Source: an optimization exercise on an open RTL-to-GDS flow (aim: small area and a short achievable clock period). Production flows keep margins and buffers that such runs may drop.
In this exercise RTL edits were held to simulation tests only and were not proved equivalent to the original.
No activity file was given, so power comes from the tool's default toggle rates.

==> v24 <==
// work_zyq
module work_zyq(CLK,rst,keystat,dataout);
	input CLK;
	input rst;
	input [4:0]keystat;
	output [31:0]dataout;
	reg [31:0]dataout;
	reg [14:0]first;       
	reg [2:0]preop;        
	reg [4:0]prestat;      
	wire is_add = preop == 3'b110;
	wire is_sub = preop == 3'b111;
	wire is_mul = preop == 3'b100;
	wire is_div = preop == 3'b101;
	wire is_none = ~preop[2];
	wire [14:0] second;
	zq_v4 uv(.d(dataout[15:0]), .v(second));
	wire subm = preop[0];
	wire [14:0] u;
	wire uco;              
	zq_rca #(15) uas(.a(first), .b(second ^ {15{subm}}), .ci(subm), .s(u), .co(uco));
	wire gt = uco & |u;
	wire [14:0] mag;       
	zq_cneg #(15) uneg(.x(u), .n(subm & ~uco), .y(mag));
	wire [15:0] sum = {uco, mag};
	wire [28:0] prod;
	zq_mul15 umul(.a(first), .b(second & {15{is_mul}}), .p(prod));
	wire [14:0] quo;
	zq_div15 udiv(.n(first), .d(second), .q(quo));
	wire [28:0] ans = ({29{is_add}} & {13'd0, uco, 15'd0}) |
	                  ({29{is_add | is_sub}} & {14'd0, mag}) |
	                  prod |
	                  ({29{is_div}} & {14'd0, quo}) |
	                  29'd0;    
	wire [31:0] bcd;
	zq_bcd29 ubcd(.b(ans), .d(bcd));
	wire neg = is_sub & ~gt;
	wire [4:0] nz;         
  ...
==> flow/config.mk <==
export PLATFORM = sky130hd
export DESIGN_NAME = work_zyq
export DESIGN_NICKNAME = work_zyq
export VERILOG_FILES = /design/flow/design.v
export SDC_FILE = /design/flow/constraint.sdc
export NUM_CORES = 8
export LEC_CHECK = 0
export CAP_MARGIN = 20
export CORE_MARGIN = 2
export CORE_UTILIZATION = 55
export PLACE_DENSITY = 0.7
export SLEW_MARGIN = 20
==> flow/constraint.sdc <==
create_clock -name core_clock -period 220.0 [get_ports {CLK}]
set_input_delay 44.0000 -clock core_clock [delete_from_list [all_inputs] [get_ports {CLK}]]
set_output_delay 44.0000 -clock core_clock [all_outputs]
set_load 0.01 [all_outputs]
standard.sh (not shown) runs the stock make flow with config.mk's settings and CLKGATE_MAP_FILE= SYNTH_SCRIPT=/design/flow/synth_recipe.tcl, a recipe that flattens the netlist after the stock synthesis.
==> flow/flow/run.sh <==
#!/bin/bash
# Own layout flow: the standard synthesis and layout, except that
#  - Yosys skips the quick ABC pass inside synth (-noabc), extracts full/half adder
#    cells only in the modules listed in flow/fa_modules.txt (kept apart until mapping,
#    then flattened like the rest), and maps the logic with the area-oriented ABC script
#    in flow/abc.script (no gate upsizing); the next-state module zq_ctl is mapped with
#    ORFS's speed script;
#  - no buffers for module pass-through wires (modules are flattened after mapping);
#  - port buffers are buf_2 cells;
#  - the resizer's repair_timing aims at the slack in flow/margin.txt (the SDC's clock is
#    unchanged).
# Each tool's full output goes to a log file in the work folder.
set -euo pipefail
WORK=$(pwd)
FL=$WORK/flow
MARGIN=$(cat "$FL/margin.txt")
FAMODS=$(cat "$FL/fa_modules.txt")

sed -e "s#^source \$::env(SCRIPTS_DIR)/synth_preamble.tcl#source \$::env(SCRIPTS_DIR)/synth_preamble.tcl\nset abc_fast \$abc_args\nset abc_args [lreplace \$abc_args 1 1 $FL/abc.script]#" \
    -e "s#^  extract_fa {\*}\[dont_use_extract_fa_args\]\$#  extract_fa {*}[dont_use_extract_fa_args] $FAMODS#" \
    -e "s#^  log_cmd abc {\*}\$abc_args\$#  log_cmd abc {*}\$abc_fast zq_ctl\n  log_cmd abc {*}\$abc_args \$::env(DESIGN_NAME) $FAMODS#" \
  "$FLOW_HOME/scripts/synth.tcl" > "$WORK/own_synth.tcl"
grep -q "lreplace \$abc_args 1 1" "$WORK/own_synth.tcl"
grep -q "abc_fast zq_ctl" "$WORK/own_synth.tcl"
grep -q "extract_fa {\*}\[dont_use_extract_fa_args\] $FAMODS" "$WORK/own_synth.tcl"
sed "s#\$::env(SCRIPTS_DIR)/synth.tcl#$WORK/own_synth.tcl#" "$WORK/synth_recipe.tcl" > "$WORK/own_synth_recipe.tcl"
grep -q "own_synth.tcl" "$WORK/own_synth_recipe.tcl"
sed "s#SYNTH_SCRIPT=[^ ]*#SYNTH_SCRIPT=$WORK/own_synth_recipe.tcl#" "$WORK/standard.sh" > "$WORK/own_synth.sh"
grep -q "own_synth_recipe.tcl" "$WORK/own_synth.sh"

SYNTH_KEEP_MODULES="zq_ctl $FAMODS" SYNTH_ARGS=-noabc SYNTH_INSBUF=0 bash "$WORK/own_synth.sh" synth > "$WORK/synth.log" 2>&1
export BUFFER_PORTS_ARGS="-buffer_cell sky130_fd_sc_hd__buf_2"
export SETUP_SLACK_MARGIN=$MARGIN
bash "$WORK/standard.sh" > "$WORK/layout.log" 2>&1
test -f "$WORK/out/final.def"
==> flow/flow/abc.script <==
strash
dch
amap
topo
==> flow/flow/fa_modules.txt <==
zq_mul15
==> flow/flow/margin.txt <==
174.6
==> v14: changes against v24 <==
- CAP_MARGIN: 20 -> 0
- CORE_UTILIZATION: 55 -> 40
- PLACE_DENSITY: 0.7 -> default
- SLEW_MARGIN: 20 -> 0
==> v13: changes against v24 <==
--- a/flow/flow/run.sh
+++ b/flow/flow/run.sh
@@ -5,4 +5,4 @@
 #    then flattened like the rest), and maps the logic with the area-oriented ABC script
-#    in flow/abc.script (no gate upsizing); the next-state module zq_ctl is mapped with
-#    ORFS's speed script;
+#    in flow/abc.script (no gate upsizing); the modules in flow/fast_modules.txt (the key
+#    decoder zq_ctl) are mapped with ORFS's speed script;
 #  - no buffers for module pass-through wires (modules are flattened after mapping);
@@ -17,2 +17,3 @@
 FAMODS=$(cat "$FL/fa_modules.txt")
+FASTMODS=$(cat "$FL/fast_modules.txt")
 
@@ -20,6 +21,6 @@
     -e "s#^  extract_fa {\*}\[dont_use_extract_fa_args\]\$#  extract_fa {*}[dont_use_extract_fa_args] $FAMODS#" \
-    -e "s#^  log_cmd abc {\*}\$abc_args\$#  log_cmd abc {*}\$abc_fast zq_ctl\n  log_cmd abc {*}\$abc_args \$::env(DESIGN_NAME) $FAMODS#" \
+    -e "s#^  log_cmd abc {\*}\$abc_args\$#  log_cmd abc {*}\$abc_fast $FASTMODS\n  log_cmd abc {*}\$abc_args \$::env(DESIGN_NAME) $FAMODS#" \
   "$FLOW_HOME/scripts/synth.tcl" > "$WORK/own_synth.tcl"
 grep -q "lreplace \$abc_args 1 1" "$WORK/own_synth.tcl"
-grep -q "abc_fast zq_ctl" "$WORK/own_synth.tcl"
+grep -q "abc_fast $FASTMODS" "$WORK/own_synth.tcl"
 grep -q "extract_fa {\*}\[dont_use_extract_fa_args\] $FAMODS" "$WORK/own_synth.tcl"
@@ -30,3 +31,3 @@
 
-SYNTH_KEEP_MODULES="zq_ctl $FAMODS" SYNTH_ARGS=-noabc SYNTH_INSBUF=0 bash "$WORK/own_synth.sh" synth > "$WORK/synth.log" 2>&1
+SYNTH_KEEP_MODULES="$FASTMODS $FAMODS" SYNTH_ARGS=-noabc SYNTH_INSBUF=0 bash "$WORK/own_synth.sh" synth > "$WORK/synth.log" 2>&1
 export BUFFER_PORTS_ARGS="-buffer_cell sky130_fd_sc_hd__buf_2"
==> flow/flow/fast_modules.txt (new file) <==
zq_ctl
- CORE_UTILIZATION: 55 -> 75
- CTS_BUF_LIST: default -> sky130_fd_sc_hd__clkbuf_8
- PLACE_DENSITY: 0.7 -> 0.88
==> v25: changes against v24 <==
==> flow/flow/margin.txt (replaced) <==
0
- CORE_UTILIZATION: 55 -> 40
- PLACE_DENSITY: 0.7 -> default
==> comparison table <==
                                                                                       v25                      v24                      v14                      v13
Post-placement worst setup slack                                                 173250 ps                174090 ps                174000 ps                174090 ps
Comb pwr share                                                                       0.861                    0.871                    0.863                    0.884
Clk pin slew, worst setup/hold paths                                                 70 ps                    70 ps                    70 ps                   110 ps
Number of diodes                                                                         1                        0                        0                        1
Maximum single-stage delay on the critical path                                     900 ps                   450 ps                   310 ps                   410 ps
R2R setup slack                                                                  174510 ps                179090 ps                179390 ps                177440 ps
Period utilization                                                                  0.2113                   0.2061                   0.2063                   0.2061
Run status                                                         complete, no violations  complete, no violations  complete, no violations  complete, no violations
Initial drt markers                                                                   1218                     1616                     1123                     2391
Total number of cells along the worst setup path                                         6                        6                        8                        8
Measured slew at the worst slew-check pin                                          1118 ps                  1073 ps                 869.2 ps                  1127 ps
Number of vias per cell after detailed routing                                       5.751                    6.157                    5.726                    6.765
Core Box Area                                                                 0.03955 mm^2             0.02863 mm^2             0.03955 mm^2             0.02096 mm^2
Reported leakage power                                                            6.468 nW                 6.696 nW                 6.704 nW                 6.710 nW
Fraction of standard cell area in multi-input logic                                 0.8051                   0.8060                   0.7963                   0.8134
Wire length after detailed routing                                                48810 um                 49620 um                 50010 um                 51690 um
Unrepaired setup endpoints after global routing                                      false                     true                     true                     true
Total iterations of the first detailed-routing run                                       5                        6                        5                        8
GRT Total Usage                                                                     0.2344                   0.3176                   0.2373                   0.4400
Placed cells                                                                          3140                     2996                     3140                     2886
Power per unit of standard cell area                                         7.885 mW/mm^2            8.071 mW/mm^2            8.147 mW/mm^2            8.211 mW/mm^2
Count of buffers not belonging to the clock network in the layout                       56                       83                       86                       88
Die W                                                                             203.6 um                 174.2 um                 203.6 um                 149.8 um
Hold EP                                                                        dataout[30]              dataout[29]              dataout[29]              dataout[24]
Row count                                                                               73                       62                       73                       53

==> static timing again, ports no longer ideal <==
No port has a modelled driver above. Below, the same layouts with a new extraction and two added sets of constraints. Step 1 sets driving cells, clkbuf_16 on the clock port and buf_2 on the other inputs (assumed; they add their load-dependent delay and slew). Step 2 adds t to the input delays and takes it off the output delays; t is the mean of the earliest and latest rising clock arrival at the registers after step 1. Input paths then give back, and output paths get back, about the clock's delay inside the block. Three values: ideal ports, drivers, drivers and shift; two values: the first two.
| run | t, ns | setup slack, ns | worst hold slack (ns) |
|---|---|---|---|
| v24 | 0.335 | 174.655 / 174.681 / 174.346 | 0.473 / 0.473 / 0.473 |
| v14 | 0.340 | 174.612 / 174.639 / 174.299 | 0.489 / 0.489 / 0.489 |
| v13 | 0.357 | 174.659 / 174.671 / 174.314 | 0.506 / 0.506 / 0.506 |
| v25 | 0.346 | 173.510 / 173.531 / 173.185 | 0.489 / 0.489 / 0.489 |
After both steps every run listed still meets setup and hold. The setup slack of v13, which loses most, moves by +0.012 ns with the drivers and by -0.345 ns with both steps.
